From an optimization exercise on the open Yosys and OpenROAD flow, aimed at small area; shortcuts taken in it are not production practice. The RTL was checked by simulation tests, not by an equivalence proof against the original design. No activity file was given, so power comes from the tool's default toggle rates.

==> run X <==
// vga_top
module vga_top(
	input ClkPort,  
	input BtnC,     
	input BtnU,
	input BtnR,
	input BtnL,
	input BtnD,
	output hSync, vSync,
	output [3:0] vgaR, vgaG, vgaB,
	output An0, An1, An2, An3, An4, An5, An6, An7,
	output Ca, Cb, Cc, Cd, Ce, Cf, Cg, Dp,
	output MemOE, MemWR, RamCS, QuadSpiFlashCS
	);
	wire Reset = BtnC;
	wire bright;
	wire [9:0] hc, vc;
	wire [15:0] score;
	wire health0;
	wire [11:0] rgb;
	reg [6:0] DIV_HI;
	wire div_lo_end = &hc[4:0];
	always @ (posedge ClkPort)
	begin : CLOCK_DIVIDER
		if (Reset)
			DIV_HI <= 0;
		else
			DIV_HI <= DIV_HI + {6'd0, div_lo_end};
	end
	wire [11:0] DIV_CLK = {DIV_HI, hc[4:0]};
	wire move_tick = (DIV_HI == 7'h3F) && div_lo_end;    
	display_controller dc(.clk(ClkPort), .rst(Reset), .hSync(hSync), .vSync(vSync), .bright(bright), .hCount(hc), .vCount(vc));
	block_controller sc(.clk(ClkPort), .tick(move_tick), .bright(bright), .rst(Reset), .up(BtnU), .down(BtnD), .left(BtnL), .right(BtnR),
		.hCount(hc), .vCount(vc), .rgb(rgb), .health0(health0), .score(score));
	assign vgaR = rgb[11 : 8];
	assign vgaG = rgb[7  : 4];
	assign vgaB = rgb[3  : 0];
	assign {MemOE, MemWR, RamCS, QuadSpiFlashCS} = 4'b1111;
	wire [2:0] ssdscan_clk = DIV_CLK[11:9];
	assign An0 = ~(ssdscan_clk == 3'd0);
	assign An1 = ~(ssdscan_clk == 3'd1);
	assign An2 = ~(ssdscan_clk == 3'd2);
	assign An3 = ~(ssdscan_clk == 3'd3);
	assign An4 = ~(ssdscan_clk == 3'd4);
  ...
Settings: LEC_CHECK=0, CAP_MARGIN=0, CORE_MARGIN=2, CORE_UTILIZATION=55, SLEW_MARGIN=0; clock period 12.0 ns.
standard.sh (not shown) runs the stock make flow with config.mk's settings and CLKGATE_MAP_FILE= SYNTH_SCRIPT=/design/flow/synth_recipe.tcl, a recipe that flattens the netlist after the stock synthesis.
==> flow/flow/run.sh <==
#!/bin/bash
# Own layout flow:
#  1. the standard synthesis (standard.sh, up to 1_2_yosys.v);
#  2. the combinational logic between the registers re-mapped for area by
#     ABC (flow/resynth.tcl); every register instance, its name and its cell
#     are kept exactly as the standard synthesis made them;
#  3. the standard layout steps from that netlist on (standard.sh finish),
#     with the ports buffered by buf_1 cells and a clock tree without
#     dummy loads.
# Each tool writes its full output to a log file of its own in this folder.
set -euo pipefail
W=$(pwd)
R=$W/orfs/results/$FLOW_PLATFORM/vga_top/base

bash standard.sh "$R/1_2_yosys.v" > 1_synth_standard.log 2>&1
cp "$R/1_2_yosys.v" "$W/1_2_yosys_standard.v"

RS_IN="$W/1_2_yosys_standard.v" RS_OUT="$W/1_2_yosys_resynth.v" \
  yosys -c flow/resynth.tcl > 1_resynth_yosys.log 2>&1
cp "$W/1_2_yosys_resynth.v" "$R/1_2_yosys.v"
touch "$R/1_2_yosys.v"

# Every port still gets its own buffer, but the smallest one (buf_1) rather
# than the delay buffer the resizer picks by default. The clock tree is built
# from clkbuf_4 cells below a clkbuf_8 root and without the dummy loads CTS adds to even out the
# load of its leaf nets.
bash standard.sh finish \
  "BUFFER_PORTS_ARGS=-buffer_cell sky130_fd_sc_hd__buf_1" \
  "CTS_ARGS=-sink_clustering_enable -repair_clock_nets -dont_use_dummy_load -buf_list sky130_fd_sc_hd__clkbuf_4 -root_buf sky130_fd_sc_hd__clkbuf_8" \
  > 2_layout_standard.log 2>&1
test -f out/final.def
Other scripts of this flow, unchanged in this note and not shown: flow/flow/resynth.tcl
==> run B (differences from run X) <==
--- a/flow/design.v
+++ b/flow/design.v
@@ -248,19 +248,17 @@
 				else if (|coin_hit)
 					score_flag <= 1'b1;
 			end
 		end
 	end
 	wire [11:0] H  = {2'b0, hCount};
 	wire [11:0] V  = {2'b0, vCount};
-	wire c_rows = ~(vCount[9] | vCount[8]) & ~(&vCount[7:5]);   
-	wire [11:0] SA = H + (c_rows ? ~{2'b0, cloud_xpos} : X) + {11'd0, c_rows};
-	wire [11:0] S  = SA;                                     
+	wire [11:0] S  = H + X;                                 
 	wire [11:0] SG = H + {1'b0, goomba_xpos};               
-	wire [10:0] DC = SA[10:0];                               
+	wire [10:0] DC = {1'b0, hCount} - {1'b0, cloud_xpos};   
 	wire [10:0] DY = {1'b0, vCount} - {1'b0, ypos};         
 	wire [11:0] DCu = {1'b0, DC};
 	wire [11:0] DYu = {1'b0, DY};
 	wire player = DY[10] ? ge(DYu, 12'h7FB) : le(DYu, 5);
 	wire player_fill = player && inr(H, 395, 405);
 	wire pipe_fill = inr(V, 350, 450) && (inr(S, 610, 660) || inr(S, 760, 810) || inr(S, 960, 1010));
 	wire cloud_fill =
--- a/flow/flow/run.sh
+++ b/flow/flow/run.sh
@@ -18,14 +18,14 @@
 RS_IN="$W/1_2_yosys_standard.v" RS_OUT="$W/1_2_yosys_resynth.v" \
   yosys -c flow/resynth.tcl > 1_resynth_yosys.log 2>&1
 cp "$W/1_2_yosys_resynth.v" "$R/1_2_yosys.v"
 touch "$R/1_2_yosys.v"
 
 # Every port still gets its own buffer, but the smallest one (buf_1) rather
 # than the delay buffer the resizer picks by default. The clock tree is built
-# from clkbuf_4 cells below a clkbuf_8 root and without the dummy loads CTS adds to even out the
+# from clkbuf_8 cells and without the dummy loads CTS adds to even out the
 # load of its leaf nets.
 bash standard.sh finish \
   "BUFFER_PORTS_ARGS=-buffer_cell sky130_fd_sc_hd__buf_1" \
-  "CTS_ARGS=-sink_clustering_enable -repair_clock_nets -dont_use_dummy_load -buf_list sky130_fd_sc_hd__clkbuf_4 -root_buf sky130_fd_sc_hd__clkbuf_8" \
+  "CTS_ARGS=-sink_clustering_enable -repair_clock_nets -dont_use_dummy_load -buf_list sky130_fd_sc_hd__clkbuf_8" \
   > 2_layout_standard.log 2>&1
 test -f out/final.def
CAP_MARGIN = 20   (was 0)
CTS_BUF_LIST = sky130_fd_sc_hd__clkbuf_8   (was unset)
SLEW_MARGIN = 20   (was 0)
==> run H (differences from run X) <==
--- a/flow/design.v
+++ b/flow/design.v
@@ -248,19 +248,17 @@
 				else if (|coin_hit)
 					score_flag <= 1'b1;
 			end
 		end
 	end
 	wire [11:0] H  = {2'b0, hCount};
 	wire [11:0] V  = {2'b0, vCount};
-	wire c_rows = ~(vCount[9] | vCount[8]) & ~(&vCount[7:5]);   
-	wire [11:0] SA = H + (c_rows ? ~{2'b0, cloud_xpos} : X) + {11'd0, c_rows};
-	wire [11:0] S  = SA;                                     
+	wire [11:0] S  = H + X;                                 
 	wire [11:0] SG = H + {1'b0, goomba_xpos};               
-	wire [10:0] DC = SA[10:0];                               
+	wire [10:0] DC = {1'b0, hCount} - {1'b0, cloud_xpos};   
 	wire [10:0] DY = {1'b0, vCount} - {1'b0, ypos};         
 	wire [11:0] DCu = {1'b0, DC};
 	wire [11:0] DYu = {1'b0, DY};
 	wire player = DY[10] ? ge(DYu, 12'h7FB) : le(DYu, 5);
 	wire player_fill = player && inr(H, 395, 405);
 	wire pipe_fill = inr(V, 350, 450) && (inr(S, 610, 660) || inr(S, 760, 810) || inr(S, 960, 1010));
 	wire cloud_fill =
==> flow/flow/run.sh (replaced) <==
#!/bin/bash
# Own layout flow:
#  1. the standard synthesis (standard.sh, up to 1_2_yosys.v);
#  2. the combinational logic between the registers re-mapped for area by
#     ABC (flow/resynth.tcl); every register instance, its name and its cell
#     are kept exactly as the standard synthesis made them;
#  3. the standard layout steps from that netlist on (standard.sh finish),
#     with the ports buffered by buf_1 cells.
# Each tool writes its full output to a log file of its own in this folder.
set -euo pipefail
W=$(pwd)
R=$W/orfs/results/$FLOW_PLATFORM/vga_top/base

bash standard.sh "$R/1_2_yosys.v" > 1_synth_standard.log 2>&1
cp "$R/1_2_yosys.v" "$W/1_2_yosys_standard.v"

RS_IN="$W/1_2_yosys_standard.v" RS_OUT="$W/1_2_yosys_resynth.v" \
  yosys -c flow/resynth.tcl > 1_resynth_yosys.log 2>&1
cp "$W/1_2_yosys_resynth.v" "$R/1_2_yosys.v"
touch "$R/1_2_yosys.v"

# every port still gets its own buffer, but the smallest one (buf_1) rather
# than the delay buffer the resizer picks by default
bash standard.sh finish "BUFFER_PORTS_ARGS=-buffer_cell sky130_fd_sc_hd__buf_1" > 2_layout_standard.log 2>&1
test -f out/final.def
CAP_MARGIN = 20   (was 0)
CORE_UTILIZATION = 50   (was 55)
CTS_BUF_LIST = sky130_fd_sc_hd__clkbuf_8 sky130_fd_sc_hd__clkbuf_16   (was unset)
CTS_CLUSTER_DIAMETER = 100   (was unset)
CTS_CLUSTER_SIZE = 30   (was unset)
SLEW_MARGIN = 20   (was 0)
==> notes <==
- Of run X and run H, run H has the higher via count (gap about 2.7%, measured against run H).
- Against run B, the power of run H is larger by about 36%.
- The lowest sequential share of layout area belongs to run H, the highest to run X.
- The lowest design area belongs to run X, the highest to run H.
- Register-to-register slack, lowest first: run B, run H, run X.

---

==> v38 <==
vga_top, a different RTL version from the one above (not shown whole).
Settings: LEC_CHECK=0, CAP_MARGIN=20, CORE_MARGIN=2, CORE_UTILIZATION=40, SLEW_MARGIN=20; clock period 12.0 ns.
==> flow/flow/run.sh <==
#!/bin/bash
# Own layout flow:
#  1. the standard synthesis (standard.sh, up to 1_2_yosys.v);
#  2. the combinational logic between the registers re-mapped for area by
#     ABC (flow/resynth.tcl); every register instance, its name and its cell
#     are kept exactly as the standard synthesis made them;
#  3. the standard layout steps from that netlist on (standard.sh finish).
# Each tool writes its full output to a log file of its own in this folder.
set -euo pipefail
W=$(pwd)
R=$W/orfs/results/$FLOW_PLATFORM/vga_top/base

bash standard.sh "$R/1_2_yosys.v" > 1_synth_standard.log 2>&1
cp "$R/1_2_yosys.v" "$W/1_2_yosys_standard.v"

RS_IN="$W/1_2_yosys_standard.v" RS_OUT="$W/1_2_yosys_resynth.v" \
  yosys -c flow/resynth.tcl > 1_resynth_yosys.log 2>&1
cp "$W/1_2_yosys_resynth.v" "$R/1_2_yosys.v"
touch "$R/1_2_yosys.v"

bash standard.sh finish > 2_layout_standard.log 2>&1
test -f out/final.def
==> flow/flow/resynth.tcl <==
# Re-map the combinational logic of the standard synthesis netlist for area.
# Flip-flop cells are kept as instances (same names, same cells); everything
# else is read as its liberty function, flattened and mapped again by ABC.
set lib $::env(FLOW_HOME)/platforms/$::env(FLOW_PLATFORM)/lib/sky130_fd_sc_hd__tt_025C_1v80.lib
set top $::env(FLOW_TOP)

yosys read_liberty -ignore_miss_func $lib
yosys read_verilog $::env(RS_IN)
yosys hierarchy -top $top
yosys setattr -mod -set keep_hierarchy 1 sky130_fd_sc_hd__*df* sky130_fd_sc_hd__*dl*
yosys flatten
yosys rename -hide w:_*
yosys opt -purge $top
yosys stat -liberty $lib

set dont_use {}
foreach c {probe_p_8 probec_p_8 lpflow_bleeder_1 lpflow_clkbufkapwr_1 lpflow_clkbufkapwr_16
  lpflow_clkbufkapwr_2 lpflow_clkbufkapwr_4 lpflow_clkbufkapwr_8 lpflow_clkinvkapwr_1
  lpflow_clkinvkapwr_16 lpflow_clkinvkapwr_2 lpflow_clkinvkapwr_4 lpflow_clkinvkapwr_8
  lpflow_decapkapwr_12 lpflow_decapkapwr_3 lpflow_decapkapwr_4 lpflow_decapkapwr_6
  lpflow_decapkapwr_8 lpflow_inputiso0n_1 lpflow_inputiso0p_1 lpflow_inputiso1n_1
  lpflow_inputiso1p_1 lpflow_inputisolatch_1 lpflow_isobufsrc_1 lpflow_isobufsrc_16
  lpflow_isobufsrc_2 lpflow_isobufsrc_4 lpflow_isobufsrc_8 lpflow_isobufsrckapwr_16
  lpflow_lsbuf_lh_hl_isowell_tap_1 lpflow_lsbuf_lh_hl_isowell_tap_2
  lpflow_lsbuf_lh_hl_isowell_tap_4 lpflow_lsbuf_lh_isowell_4 lpflow_lsbuf_lh_isowell_tap_1
  lpflow_lsbuf_lh_isowell_tap_2 lpflow_lsbuf_lh_isowell_tap_4} {
  lappend dont_use -dont_use sky130_fd_sc_hd__$c
}

# area-oriented AIG optimisation, then the area mapper
yosys abc -liberty $lib {*}$dont_use -script "+strash;&get,-n;&deepsyn,-T,60;&put;dch,-f;amap;topo" $top
yosys opt_clean -purge

yosys hilomap -singleton -hicell sky130_fd_sc_hd__conb_1 HI -locell sky130_fd_sc_hd__conb_1 LO $top
yosys insbuf -buf sky130_fd_sc_hd__buf_4 A X $top
yosys splitnets $top
yosys opt_clean -purge
yosys stat -liberty $lib
yosys check $top
yosys select $top
yosys write_verilog -noattr -nohex -nodec -selected $::env(RS_OUT)
==> v29 (differences from v38) <==
--- a/flow/design.v
+++ b/flow/design.v
@@ -22,30 +22,22 @@
 		begin
 			r = 1'b1;
 			for (i = 0; i < 10; i = i + 1) r = k[i] ? (~x[i] | r) : (~x[i] & r);
 			le10 = r;
 		end
 	endfunction
 	wire h_end = hCount[9] & hCount[8] & (&hCount[4:0]);    
 	wire v_end = vCount[9] & vCount[3] & vCount[2];           
+	wire [9:0] h_inc = hCount + 1'b1;
+	wire [9:0] v_inc = vCount + {9'd0, h_end};
 	always @ (posedge clk)
 		begin
-		if (rst)
-			begin
-			hCount <= 0;
-			vCount <= 0;
-			end
-		else if (!h_end)
-			hCount <= hCount + 1'b1;
-		else
-			begin
-			hCount <= 0;
-			vCount <= v_end ? 10'd0 : vCount + 1'b1;
-			end
+		hCount <= (rst || h_end) ? 10'd0 : h_inc;
+		vCount <= (rst || (h_end && v_end)) ? 10'd0 : v_inc;
 		end
 	assign hSync = ge10(hCount, 10'd96);
 	assign vSync = |vCount[9:1];
 	assign bright = ge10(hCount, 10'd145) && le10(hCount, 10'd784) &&
 	                ge10(vCount, 10'd35) && le10(vCount, 10'd515);
 endmodule
 `timescale 1ns / 1ps
 module block_controller(
@@ -87,17 +79,18 @@
 	reg [10:1] xs;                 
 	reg [10:0] goomba_xpos;
 	reg        goomba_flag;
 	reg        health;
 	reg [15:1] sc;
 	reg [3:0]  coin_count;
 	reg        score_flag;
 	reg [10:1] coin_flag;          
-	reg [9:0]  counter, prevcounter;
+	reg [9:0]  counter;
+	reg [10:0] jd;                 
 	reg        jump_flag;
 	wire [11:0] X = {1'b0, xs, 1'b0};
 	wire [11:0] Y = {2'b0, ypos};
 	assign score = {sc, 1'b0};
 	assign health0 = health;
 	wire y_gt350 = ge(Y, 351);
 	wire y_gt390 = ge(Y, 391);
 	wire y_gt440 = ge(Y, 441);
@@ -156,26 +149,33 @@
 	assign coin_hit[4]  = on_p2;
 	assign coin_hit[5]  = on_b3;
 	assign coin_hit[6]  = x560 & y_gt350;
 	assign coin_hit[7]  = on_b4;
 	assign coin_hit[8]  = on_b5;
 	assign coin_hit[9]  = on_b2;
 	assign coin_hit[10] = on_b6;
 	wire [11:0] gx = {1'b0, goomba_xpos} + X;
-	wire [10:0] d = {1'b0, counter} - {1'b0, prevcounter};
-	wire d_lt128 = d[10] | ~(|d[9:7]);
-	wire d_is126 = (d == 11'd126);
+	wire st_start = !st_game && !st_end;
+	wire load = rst || (tick && st_start);
+	wire step = tick && st_game;
+	wire jd_lt128 = jd[10] | ~(|jd[9:7]);
+	wire jd_is126 = (jd == 11'd126);
+	wire cnt_max  = &counter;
 	wire no_lr = !right && !left;
 	wire jf = no_lr ? (up ? 1'b1 : (down ? 1'b0 : jump_flag)) : jump_flag;
-	wire rise = jf && d_lt128;
+	wire rise = jf && jd_lt128;
 	wire fall = !jf && (counter != 10'd0);
 	wire cnt_dec = fall && !col_fall;
-	wire [9:0] cnt = counter + {{9{cnt_dec}}, rise | cnt_dec};
-	wire jf_clear = rise && d_is126 && !(&counter);
+	wire s_inc = step && rise;
+	wire s_dec = step && cnt_dec;
+	wire [9:0] cnt = counter + {{9{s_dec}}, s_inc | s_dec};
+	wire jf_clear = rise && jd_is126 && !cnt_max;
+	wire [10:0] jd_inc = jd + {10'd0, s_inc};
+	wire [10:0] jd_rise = {jd_inc[10] ^ (s_inc & cnt_max), jd_inc[9:0]};
 	wire y_is34  = (ypos == 10'd34);
 	wire y_is514 = (ypos == 10'd514);
 	reg  [1:0] ydel;    
 	reg        yset;
 	reg  [9:0] yval;
 	always @(*) begin
 		ydel = 2'b00;
 		yset = 1'b0;
@@ -190,72 +190,66 @@
 			yset = y_is34;
 			yval = 10'd514;
 		end
 		else if (no_lr && down) begin
 			if (!(col_down || y_gt450)) ydel = 2'b10;
 			yset = y_is514;
 			yval = 10'd34;
 		end
+		if (!step) begin
+			ydel = 2'b00;
+			yset = 1'b0;
+		end
 	end
 	wire [9:0] yadd  = ypos + {{8{ydel[0] & ydel[1]}}, ydel};
-	wire [9:0] ynext = yset ? yval : yadd;
-	wire xs_inc = right && !col_right;
-	wire xs_dec = !right && left && !col_left && (xs != 10'd0);
-	wire [9:0] xs_next = xs + {{9{xs_dec}}, xs_inc | xs_dec};
-	wire st_start = !st_game && !st_end;
-	wire load = rst || (tick && st_start);
-	wire step = tick && st_game;
+	wire xs_inc = step && right && !col_right;
+	wire xs_dec = step && !right && left && !col_left && (xs != 10'd0);
+	wire [10:0] g_add = goomba_xpos + {{10{step & goomba_flag}}, step};
+	wire sc_add = step && score_flag && (&coin_count);
 	always @(posedge clk) begin
+		cloud_xpos  <= load ? 10'd450 : cloud_xpos - {9'd0, step};
+		xs          <= load ? 10'd0 : xs + {{9{xs_dec}}, xs_inc | xs_dec};
+		goomba_xpos <= load ? 11'd820 : g_add;
+		counter     <= load ? 10'd0 : cnt;
+		ypos        <= load ? 10'd450 : (yset ? yval : yadd);
+		sc          <= load ? 15'd0 : sc + {12'd0, sc_add, 1'b0, sc_add};
+		coin_count  <= load ? 4'd0 : coin_count + {3'd0, step & score_flag};
+		coin_flag   <= load ? 10'd0 : coin_flag | (coin_hit & {10{step}});
+		if (load)
+			jd <= 11'd0;
+		else if (step && fall)
+			jd <= y_gt450 ? {1'b0, cnt} : 11'd0;
+		else
+			jd <= jd_rise;
 		if (load) begin
 			st_game <= !rst;
 			st_end <= 1'b0;
-			ypos <= 10'd450;
-			cloud_xpos <= 10'd450;
-			xs <= 0;
-			goomba_xpos <= 11'd820;
 			goomba_flag <= 1'b0;
 			health <= 1'b1;
-			sc <= 0;
-			coin_count <= 0;
 			score_flag <= 1'b0;
-			coin_flag <= 0;
-			counter <= 0;
-			prevcounter <= 0;
 			jump_flag <= 1'b0;
 		end
 		else begin
 			if (tick && st_end)
 				st_end <= 1'b0;
 			if (step) begin
 				if (!health || (xs == 10'd445)) begin
 					st_game <= 1'b0;
 					st_end <= 1'b1;
 				end
-				cloud_xpos <= cloud_xpos - 1'b1;
-				xs <= xs_next;
-				ypos <= ynext;
-				counter <= cnt;
 				jump_flag <= jf && !jf_clear;
-				if (fall)
-					prevcounter <= y_gt450 ? 10'd0 : cnt;
 				if (gx == 12'd960)
 					goomba_flag <= 1'b1;
 				else if (goomba_flag && (gx == 12'd810))
 					goomba_flag <= 1'b0;
-				goomba_xpos <= goomba_xpos + {{10{goomba_flag}}, 1'b1};
 				if ((goomba_xpos == 11'd400) && y_gt440)
 					health <= 1'b0;
-				coin_flag <= coin_flag | coin_hit;
-				if (score_flag)
-					coin_count <= coin_count + 1'b1;
-				if (score_flag && (&coin_count)) begin
-					sc <= sc + 15'd5;
+				if (score_flag && (&coin_count))
 					score_flag <= 1'b0;
-				end
 				else if (|coin_hit)
 					score_flag <= 1'b1;
 			end
 		end
 	end
 	wire [11:0] H  = {2'b0, hCount};
 	wire [11:0] V  = {2'b0, vCount};
 	wire [11:0] S  = H + X;                                 
@@ -326,25 +320,27 @@
 	output MemOE, MemWR, RamCS, QuadSpiFlashCS
 	);
 	wire Reset = BtnC;
 	wire bright;
 	wire [9:0] hc, vc;
 	wire [15:0] score;
 	wire health0;
 	wire [11:0] rgb;
-	reg [11:0] DIV_CLK;
+	reg [6:0] DIV_HI;
+	wire div_lo_end = &hc[4:0];
 	always @ (posedge ClkPort)
 	begin : CLOCK_DIVIDER
 		if (Reset)
-			DIV_CLK <= 0;
+			DIV_HI <= 0;
 		else
-			DIV_CLK <= DIV_CLK + 1'b1;
+			DIV_HI <= DIV_HI + {6'd0, div_lo_end};
 	end
-	wire move_tick = (DIV_CLK == 12'h7FF);
+	wire [11:0] DIV_CLK = {DIV_HI, hc[4:0]};
+	wire move_tick = (DIV_HI == 7'h3F) && div_lo_end;    
 	display_controller dc(.clk(ClkPort), .rst(Reset), .hSync(hSync), .vSync(vSync), .bright(bright), .hCount(hc), .vCount(vc));
 	block_controller sc(.clk(ClkPort), .tick(move_tick), .bright(bright), .rst(Reset), .up(BtnU), .down(BtnD), .left(BtnL), .right(BtnR),
 		.hCount(hc), .vCount(vc), .rgb(rgb), .health0(health0), .score(score));
 	assign vgaR = rgb[11 : 8];
 	assign vgaG = rgb[7  : 4];
 	assign vgaB = rgb[3  : 0];
 	assign {MemOE, MemWR, RamCS, QuadSpiFlashCS} = 4'b1111;
 	wire [2:0] ssdscan_clk = DIV_CLK[11:9];
==> flow/flow/run.sh (replaced) <==
#!/bin/bash
# Own layout flow:
#  1. the standard synthesis (standard.sh, up to 1_2_yosys.v);
#  2. the combinational logic between the registers re-mapped for area by
#     ABC (flow/resynth.tcl); every register instance, its name and its cell
#     are kept exactly as the standard synthesis made them;
#  3. the standard layout steps from that netlist on (standard.sh finish),
#     with the ports buffered by buf_1 cells.
# Each tool writes its full output to a log file of its own in this folder.
set -euo pipefail
W=$(pwd)
R=$W/orfs/results/$FLOW_PLATFORM/vga_top/base

bash standard.sh "$R/1_2_yosys.v" > 1_synth_standard.log 2>&1
cp "$R/1_2_yosys.v" "$W/1_2_yosys_standard.v"

RS_IN="$W/1_2_yosys_standard.v" RS_OUT="$W/1_2_yosys_resynth.v" \
  yosys -c flow/resynth.tcl > 1_resynth_yosys.log 2>&1
cp "$W/1_2_yosys_resynth.v" "$R/1_2_yosys.v"
touch "$R/1_2_yosys.v"

# every port still gets its own buffer, but the smallest one (buf_1) rather
# than the delay buffer the resizer picks by default
bash standard.sh finish "BUFFER_PORTS_ARGS=-buffer_cell sky130_fd_sc_hd__buf_1" > 2_layout_standard.log 2>&1
test -f out/final.def
CORE_UTILIZATION = 65   (was 40)
CTS_BUF_LIST = sky130_fd_sc_hd__clkbuf_8   (was unset)
PLACE_DENSITY = 0.75   (was unset)
==> v15 (differences from v38) <==
==> flow/run.sh (new file) <==
#!/bin/bash
# synth_recipe.tcl (not shown) runs the flow's synth.tcl, then flattens the netlist and writes it again
# the make line also repeats each setting of config.mk as NAME=value (left out here)
make -C /OpenROAD-flow-scripts/flow DESIGN_CONFIG=/design/flow/config.mk WORK_HOME=/design/flow/orfs CLKGATE_MAP_FILE= SYNTH_SCRIPT=/design/flow/synth_recipe.tcl finish
ABC_AREA = 1   (was unset)
removed: flow/flow/run.sh
removed: flow/flow/resynth.tcl
removed: flow/standard.sh
==> summary.txt <==
v38 produced a clean layout. v29 finished with timing, DRC and antenna clean. v15 finished clean. Sequential share of layout area, lowest first: v15, v38, v29. Against v15, the via count of v29 is smaller by 19%. Fmax, lowest first: v38, v29, v15. Total power, highest first: v38, v15, v29. Critical path depth, lowest first: v15, v38, v29. The highest combinational power belongs to v38, the lowest to v29. Of v38 and v15, v15 has the higher register-to-register slack (gap 1.2 ns). Clock skew: v15 < v38 < v29. Hold slack: v29 > v15 > v38. Against v15, the non-clock buffer count of v38 is higher by 10.
==> figures <==
Result of the run: v38 timing/DRC/antenna clean; v29 timing/DRC/antenna clean; v15 timing/DRC/antenna clean
Placement Cell Area: v38 9990 sq um; v29 9326 sq um; v15 13430 sq um
Power dissipated in sequential cells: v38 0.437 mW; v29 0.414 mW; v15 0.431 mW
Total Nets Final: v38 1538; v29 1478; v15 2217
Multi-input gate count: v38 1145; v29 1115; v15 1616
Core footprint: v38 22710 sq um; v29 13400 sq um; v15 31560 sq um
Total chip power: v38 1.074 mW; v29 0.8415 mW; v15 1.011 mW
Worst ir drop on vdd: v38 0.07672 mV; v29 0.09394 mV; v15 0.1002 mV
Sequential group share of total power: v38 0.407; v29 0.492; v15 0.426
Post-placement cell count: v38 1798; v29 1629; v15 2471
Combinational power share: v38 0.086; v29 0.050; v15 0.058
Final core utilization: v38 0.4669; v29 0.7260; v15 0.4438
Arr. time, crit path: v38 6.24 ns; v29 5.64 ns; v15 4.46 ns
WL met2: v38 15.30 mm; v29 13.30 mm; v15 18.04 mm
Startpoint of the most critical hold path: v38 DIV_CLK[0]$_SDFF_PP0_; v29 sc.sc[15]$_SDFF_PP0_; v15 DIV_CLK[0]$_SDFF_PP0_
Source-to-sink clock delay at the later pin of the worst-skew pair: v38 0.43 ns; v29 0.49 ns; v15 0.44 ns
Internal reg-to-reg setup slack: v38 6.12 ns; v29 6.15 ns; v15 7.36 ns
Achievable Freq: v38 115.7 MHz; v29 124.4 MHz; v15 145.7 MHz
Commonest non-fill, non-tap cell in the layout: v38 sky130_fd_sc_hd__nor2_1; v29 sky130_fd_sc_hd__nor2_1; v15 sky130_fd_sc_hd__nand2_1
Vias after detailed routing: v38 11010; v29 11150; v15 13840
Worst relative slew slack: v38 0.3507; v29 0.3916; v15 0.4564

[afterwards: timing with drivers on the ports]
The flow's constraints put no driver on any port. The routed layouts listed below were extracted and timed again, unchanged, in two steps.
Step 1 assumes that a clkbuf_16 drives the clock port and a buf_2 every other input.
Step 2 moves the port delays by t, midway between the first and last clock arrival at a register: inputs arrive t later, outputs are due t later. That takes back most of the time a late clock gives input paths.
Three values: ideal, step 1, step 2; two values: the first two.
run	t, ns	slack for setup (ns)	slew at the worst register clock pin (ns)	cell pins on the clock port's net
run X	0.457	1.631 / 1.588 / 2.045	0.12 / 0.12	1
run B	0.494	3.900 / 3.858 / 4.352	0.08 / 0.08	1
run H	0.469	3.928 / 3.880 / 4.349	0.06 / 0.06	1
v38	0.474	3.356 / 3.308 / 3.782	0.07 / 0.07	1
v29	0.517	3.964 / 3.926 / 4.443	0.09 / 0.09	1
v15	0.492	5.137 / 5.082 / 5.496	0.07 / 0.07	1
After both steps setup and hold are still met in every run listed.
